This design comes from an exercise in tuning for small area, a short achievable clock period and few clock cycles per item on the open sky130 flow, not from production work. At most, simulation tests tie the RTL to the original design; equivalence was not proved.

==> job 4403 <==
==> flow/design.v <==
module Bicubic(
           input CLK,
           input RST,
           input enable,
           input [7:0] input_data,
           output reg [13:0] iaddr,
           output reg ird,
           output reg we,
           output reg [13:0] waddr,
           output reg [7:0] output_data,
           input [6:0] V0,
           input [6:0] H0,
           input [4:0] SW,
           input [4:0] SH,
           input [5:0] TW,
           input [5:0] TH,
           output reg DONE
       );
localparam S_IDLE = 3'd0,
           S_LOAD = 3'd1,
           S_DIV  = 3'd2,
           S_ROW  = 3'd3,
           S_RUN  = 3'd4,
           S_END  = 3'd5;
reg [2:0] state;
reg [6:0] rV0, rH0;
reg [4:0] rSW, rSH;
reg [5:0] rTW, rTH;
always @(posedge CLK) begin
    rV0 <= V0; rH0 <= H0; rSW <= SW; rSH <= SH; rTW <= TW; rTH <= TH;
end
wire [5:0] tw1 = rTW - 6'd1;
wire [5:0] th1 = rTH - 6'd1;
reg [19:0] hq, vq;
reg [5:0]  hr, vr;
reg [4:0]  cnt;
reg [5:0]  x, y;
reg [19:0] col, row;       
reg [5:0]  crem, rrem;
wire [4:0]  ci = col[19:15];
wire [14:0] cf = col[14:0];
wire [14:0] rf = row[14:0];
reg [7:0] W0, W1, W2, W3, N;
reg [4:0] base;
reg [2:0] wcnt;
reg       nvalid;
reg [5:0] rdj;             
reg [1:0] rdk;             
reg       rdact;           
reg       v1;              
reg [7:0] P0, P1, P2, P3;
reg [2:0] pcnt;
wire doV = (state == S_RUN) && (pcnt == 3'd4);
wire doH = (state == S_RUN) && !doV && (wcnt == 3'd4) && (base == ci);
wire [7:0] k0 = doV ? P0 : W0;
wire [7:0] k1 = doV ? P1 : W1;
wire [7:0] k2 = doV ? P2 : W2;
wire [7:0] k3 = doV ? P3 : W3;
wire [14:0] kf = doV ? rf : cf;
wire signed [11:0] ka = $signed({4'd0, k3}) - $signed({4'd0, k0})
                      + $signed({3'd0, k1, 1'b0}) + $signed({4'd0, k1})
                      - $signed({3'd0, k2, 1'b0}) - $signed({4'd0, k2});
wire signed [11:0] kb = $signed({3'd0, k0, 1'b0}) + $signed({2'd0, k2, 2'b0})
                      - $signed({2'd0, k1, 2'b0}) - $signed({4'd0, k1})
                      - $signed({4'd0, k3});
wire signed [9:0]  kc = $signed({2'd0, k2}) - $signed({2'd0, k0});
wire signed [15:0] kfs = $signed({1'b0, kf});
wire signed [27:0] s1 = ka * kfs + $signed({kb, 15'd0});
wire signed [43:0] s2 = s1 * kfs + $signed({kc, 30'd0});
wire signed [58:0] s3 = s2 * kfs + $signed({2'b00, k1, 1'b0, 45'd0});
wire [12:0] rnd = s3[58:46] + {12'd0, s3[45]};
wire [7:0] kres = s3[58] ? 8'd0 : ((|rnd[12:8]) ? 8'd255 : rnd[7:0]);
wire [6:0]  crem_s = {1'b0, crem} + {1'b0, hr};
wire        ccar   = crem_s >= {1'b0, tw1};
wire [19:0] col_n  = col + hq + {19'd0, ccar};
wire [5:0]  crem_n = ccar ? crem_s[5:0] - tw1 : crem_s[5:0];
wire [6:0]  rrem_s = {1'b0, rrem} + {1'b0, vr};
wire        rcar   = rrem_s >= {1'b0, th1};
wire [19:0] row_n  = row + vq + {19'd0, rcar};
wire [5:0]  rrem_n = rcar ? rrem_s[5:0] - th1 : rrem_s[5:0];
wire [6:0] hdt = {hr, hq[19]};
wire       hdb = hdt >= {1'b0, tw1};
wire [6:0] vdt = {vr, vq[19]};
wire       vdb = vdt >= {1'b0, th1};
wire [4:0] ci_next = doH ? col_n[19:15] : ci;
wire       shift   = (state == S_RUN) && nvalid && (ci_next != base);
wire [5:0] lastcol = {1'b0, rSW} + 6'd2;
wire       rdstart = (state == S_RUN) && !rdact && (rdj <= lastcol) && ({1'b0, rdj} <= {2'b0, base} + 7'd4);
wire       rdgo    = rdact || rdstart;
wire [13:0] rowaddr = {1'b0, rH0, 6'd0} + {2'b0, rH0, 5'd0} + {5'b0, rH0, 2'd0}
                    + {7'd0, rV0} + {9'd0, row[19:15]} - 14'd101;
always @(posedge CLK or posedge RST) begin
    if (RST) begin
        state <= S_IDLE;
        DONE  <= 1'b0;
        we    <= 1'b0;
        ird   <= 1'b0;
    end else begin
        case (state)
        S_IDLE: begin
            DONE <= 1'b0;
            we   <= 1'b0;
            ird  <= 1'b0;
            if (enable) state <= S_LOAD;
        end
        S_LOAD: begin
            state <= S_DIV;
        end
        S_DIV: begin
            if (cnt == 5'd19) state <= S_ROW;
        end
        S_ROW: begin
            state <= S_RUN;
        end
        S_RUN: begin
            ird <= rdgo;
            we  <= doH;
            if (doH && x == tw1 && y == th1) state <= S_END;
        end
        S_END: begin
            we   <= 1'b0;
            ird  <= 1'b0;
            DONE <= 1'b1;
        end
        default: state <= S_IDLE;
        endcase
    end
end
always @(posedge CLK) begin
    case (state)
    S_LOAD: begin
        hq  <= {rSW - 5'd1, 15'd0};
        vq  <= {rSH - 5'd1, 15'd0};
        hr  <= 6'd0;
        vr  <= 6'd0;
        cnt <= 5'd0;
        y   <= 6'd0;
        row <= 20'd0;
        rrem <= 6'd0;
        waddr <= 14'h3fff;
    end
    S_DIV: begin
        cnt <= cnt + 5'd1;
        hr  <= hdb ? hdt[5:0] - tw1 : hdt[5:0];
        hq  <= {hq[18:0], hdb};
        vr  <= vdb ? vdt[5:0] - th1 : vdt[5:0];
        vq  <= {vq[18:0], vdb};
    end
    default: ;
    endcase
    if (state == S_ROW || (state == S_RUN && doH && x == tw1)) begin
        x      <= 6'd0;
        col    <= 20'd0;
        crem   <= 6'd0;
        base   <= 5'd0;
        wcnt   <= 3'd0;
        nvalid <= 1'b0;
        rdj    <= 6'd0;
        rdk    <= 2'd0;
        rdact  <= 1'b0;
        pcnt   <= 3'd0;
        v1     <= 1'b0;
        if (state == S_RUN) begin
            y    <= y + 6'd1;
            row  <= row_n;
            rrem <= rrem_n;
        end
    end else if (state == S_RUN) begin
        v1 <= ird;
        if (rdgo) begin
            if (rdstart && rdj == 6'd0) iaddr <= rowaddr;
            else if (rdstart)           iaddr <= iaddr + 14'd97;
            else                        iaddr <= iaddr + 14'd1;
            rdk   <= rdk + 2'd1;
            rdact <= (rdk != 2'd3);
            if (rdk == 2'd3) rdj <= rdj + 6'd1;
        end
        if (v1) begin
            P0 <= P1; P1 <= P2; P2 <= P3; P3 <= input_data;
        end
        if (doV) pcnt <= v1 ? 3'd1 : 3'd0;
        else if (v1) pcnt <= pcnt + 3'd1;
        if (shift) begin
            W0 <= W1; W1 <= W2; W2 <= W3; W3 <= N;
            base <= base + 5'd1;
            nvalid <= doV;
            if (doV) N <= kres;
        end else if (doV) begin
            if (wcnt != 3'd4) begin
                W0 <= W1; W1 <= W2; W2 <= W3; W3 <= kres;
                wcnt <= wcnt + 3'd1;
            end else begin
                N <= kres;
                nvalid <= 1'b1;
            end
        end
        if (doH) begin
            x    <= x + 6'd1;
            col  <= col_n;
            crem <= crem_n;
        end
    end
    if (state == S_RUN && doH) begin
        output_data <= kres;
        waddr <= waddr + 14'd1;
    end
end
endmodule
==> flow/run.sh <==
#!/bin/bash
# synth_recipe.tcl (not shown) runs the flow's synth.tcl, then flattens the netlist and writes it again
# the make line also repeats each setting of config.mk as NAME=value (left out here)
make -C /OpenROAD-flow-scripts/flow DESIGN_CONFIG=/design/flow/config.mk WORK_HOME=/design/flow/orfs CLKGATE_MAP_FILE= SYNTH_SCRIPT=/design/flow/synth_recipe.tcl finish
==> flow/config.mk <==
export PLATFORM = sky130hd
export DESIGN_NAME = Bicubic
export DESIGN_NICKNAME = Bicubic
export VERILOG_FILES = /design/flow/design.v
export SDC_FILE = /design/flow/constraint.sdc
export NUM_CORES = 4
export LEC_CHECK = 0
export CAP_MARGIN = 20
export CORE_MARGIN = 2
export CORE_UTILIZATION = 40
export SLEW_MARGIN = 20
==> flow/constraint.sdc <==
create_clock -name core_clock -period 110.0 [get_ports {CLK}]
set_input_delay 22.0000 -clock core_clock [delete_from_list [all_inputs] [get_ports {CLK}]]
set_output_delay 22.0000 -clock core_clock [all_outputs]
set_load 0.01 [all_outputs]
==> job 2816 (differences from job 4403) <==
--- a/flow/design.v
+++ b/flow/design.v
@@ -42,6 +42,10 @@
 wire [14:0] rf = row[14:0];
-reg [7:0] W0, W1, W2, W3, N;
+localparam QN = 6;
+reg [8*QN-1:0] Q;
 reg [4:0] base;
-reg [2:0] wcnt;
-reg       nvalid;
+reg [3:0] qcnt;
+wire [7:0] W0 = Q[7:0];
+wire [7:0] W1 = Q[15:8];
+wire [7:0] W2 = Q[23:16];
+wire [7:0] W3 = Q[31:24];
 reg [5:0] rdj;             
@@ -53,3 +57,3 @@
 wire doV = (state == S_RUN) && (pcnt == 3'd4);
-wire doH = (state == S_RUN) && !doV && (wcnt == 3'd4) && (base == ci);
+wire doH = (state == S_RUN) && !doV && (qcnt >= 4'd4) && (base == ci);
 wire [7:0] k0 = doV ? P0 : W0;
@@ -59,15 +63,11 @@
 wire [14:0] kf = doV ? rf : cf;
-wire signed [11:0] ka = $signed({4'd0, k3}) - $signed({4'd0, k0})
-                      + $signed({3'd0, k1, 1'b0}) + $signed({4'd0, k1})
-                      - $signed({3'd0, k2, 1'b0}) - $signed({4'd0, k2});
-wire signed [11:0] kb = $signed({3'd0, k0, 1'b0}) + $signed({2'd0, k2, 2'b0})
-                      - $signed({2'd0, k1, 2'b0}) - $signed({4'd0, k1})
-                      - $signed({4'd0, k3});
-wire signed [9:0]  kc = $signed({2'd0, k2}) - $signed({2'd0, k0});
-wire signed [15:0] kfs = $signed({1'b0, kf});
-wire signed [27:0] s1 = ka * kfs + $signed({kb, 15'd0});
-wire signed [43:0] s2 = s1 * kfs + $signed({kc, 30'd0});
-wire signed [58:0] s3 = s2 * kfs + $signed({2'b00, k1, 1'b0, 45'd0});
-wire [12:0] rnd = s3[58:46] + {12'd0, s3[45]};
-wire [7:0] kres = s3[58] ? 8'd0 : ((|rnd[12:8]) ? 8'd255 : rnd[7:0]);
+wire [10:0] kA = {3'd0, k1, 1'b0} + {3'd0, k1} + {3'd0, k3} - {3'd0, k0}
+               - {3'd0, k2, 1'b0} - {3'd0, k2} + 11'd1024;
+wire [11:0] kB = {3'd0, k0, 1'b0} + {2'd0, k2, 2'b0} - {2'd0, k1, 2'b0}
+               - {4'd0, k1} - {4'd0, k3} + 12'd2048;
+wire [8:0]  kC = {1'b0, k2} - {1'b0, k0} + 9'd256;
+wire [26:0] S1 = kA * kf + {kB, 15'd0} - {12'd0, kf, 10'd0};
+wire [40:0] S2 = S1 * kf + {2'd0, kC, 30'd0} + {41'h3 << 38} - {kf, 26'd0};
+wire [55:0] kQ = S2 * kf + {2'd0, k1, 46'd0} + (56'd1 << 45) + (56'd1 << 54) - {1'b0, kf, 40'd0};
+wire [7:0] kres = kQ[55] ? 8'd255 : (kQ[54] ? kQ[53:46] : 8'd0);
 wire [6:0]  crem_s = {1'b0, crem} + {1'b0, hr};
@@ -85,5 +85,6 @@
 wire [4:0] ci_next = doH ? col_n[19:15] : ci;
-wire       shift   = (state == S_RUN) && nvalid && (ci_next != base);
+wire       shift   = (state == S_RUN) && (qcnt >= 4'd5) && (ci_next != base);
+wire [3:0] qpos    = shift ? qcnt - 4'd1 : qcnt;
 wire [5:0] lastcol = {1'b0, rSW} + 6'd2;
-wire       rdstart = (state == S_RUN) && !rdact && (rdj <= lastcol) && ({1'b0, rdj} <= {2'b0, base} + 7'd4);
+wire       rdstart = (state == S_RUN) && !rdact && (rdj <= lastcol) && ({1'b0, rdj} <= {2'b0, base} + QN - 1);
 wire       rdgo    = rdact || rdstart;
@@ -128,2 +129,3 @@
 end
+integer i;
 always @(posedge CLK) begin
@@ -155,4 +157,3 @@
         base   <= 5'd0;
-        wcnt   <= 3'd0;
-        nvalid <= 1'b0;
+        qcnt   <= 4'd0;
         rdj    <= 6'd0;
@@ -182,16 +183,10 @@
         else if (v1) pcnt <= pcnt + 3'd1;
-        if (shift) begin
-            W0 <= W1; W1 <= W2; W2 <= W3; W3 <= N;
-            base <= base + 5'd1;
-            nvalid <= doV;
-            if (doV) N <= kres;
-        end else if (doV) begin
-            if (wcnt != 3'd4) begin
-                W0 <= W1; W1 <= W2; W2 <= W3; W3 <= kres;
-                wcnt <= wcnt + 3'd1;
-            end else begin
-                N <= kres;
-                nvalid <= 1'b1;
-            end
-        end
+        for (i = 0; i < QN; i = i + 1) begin
+            if (doV && qpos == i)
+                Q[8*i +: 8] <= kres;
+            else if (shift && i < QN - 1)
+                Q[8*i +: 8] <= Q[8*i + 8 +: 8];
+        end
+        if (shift) base <= base + 5'd1;
+        qcnt <= qcnt + {3'd0, doV} - {3'd0, shift};
         if (doH) begin
==> qor summary <==
Status: job 2816 no timing/DRC/antenna violations; job 4403 no timing/DRC/antenna violations
Slack of the worst reg-to-reg path: job 2816 84.36 ns; job 4403 83.90 ns
Share of final-layout standard cells stronger than drive strength 1: job 2816 0.04136; job 4403 0.03259
Number of buffers created by CTS: job 2816 34; job 4403 26
Hold Path Origin: job 2816 P1[6]; job 4403 W1[4]
Clock sink total: job 2816 301; job 4403 293
Multiplexer share of the synthesized area: job 2816 0.01887; job 4403 0.01208
Clock network area share: job 2816 0.01807; job 4403 0.01292
Fraction of the yosys area taken by sequential cells: job 2816 0.1340; job 4403 0.1207
Weighted congestion reported at the end of routability-driven placement: job 2816 0.8809; job 4403 0.9227
Post-Layout Inst Area: job 2816 62520 um^2; job 4403 66910 um^2
First-pass GRT wire length: job 2816 252800 um; job 4403 281100 um
Inverters: job 2816 1402; job 4403 1566
Mapped Avg Cell Area: job 2816 9.074 um^2; job 4403 8.923 um^2
RR Endpoint: job 2816 Q[4]; job 4403 W3[6]
Clock-pin slew reported for the worst setup and hold paths after clock tree synthesis: job 2816 0.06 ns; job 4403 0.07 ns
Detailed-route wire length per cell: job 2816 18.73 um; job 4403 19.33 um
Pre-CTS WS: job 2816 84.77 ns; job 4403 83.64 ns
M1 GR Usage: job 2816 0.2909; job 4403 0.3045
Final std cells w/o fill: job 2816 8311; job 4403 9055
Net Count, Synth: job 2816 8091; job 4403 8835
Period Utilization, post-route: job 2816 0.2331; job 4403 0.2373
Data required time of the worst path: job 2816 110.36 ns; job 4403 110.33 ns
Testbench counts of job 2816, summed over its fixed seeds: cycles 133,827, pixels 56,749.
Function not checked in job 4403: the RTL went through the layout flow alone.

[port drivers added, routing unchanged]
The flow's constraints put no driver on any port. The routed layouts listed below were extracted and timed again, unchanged, in two steps.
Step 1 sets driving cells, clkbuf_16 on the clock port and buf_2 on the other inputs (assumed; they add their load-dependent delay and slew).
Step 2 also shifts input and output timing later by t, the mid clock arrival at the registers, as if the neighbouring blocks saw the same clock.
Three values: ideal, step 1, step 2; two values: the first two.
| run | t (ns) | setup slack, ns | latest minus earliest clock arrival (ns) | worst data-port slew with drivers (ns) | pins driven straight from the clock port |
|---|---|---|---|---|---|
| job 4403 | 0.638 | 83.896 / 83.896 / 83.896 | 0.023 / 0.022 | 0.06 | 1 |
| job 2816 | 0.594 | 84.364 / 84.364 / 84.364 | 0.044 / 0.044 | 0.08 | 1 |
After both steps setup and hold are still met in every run listed.
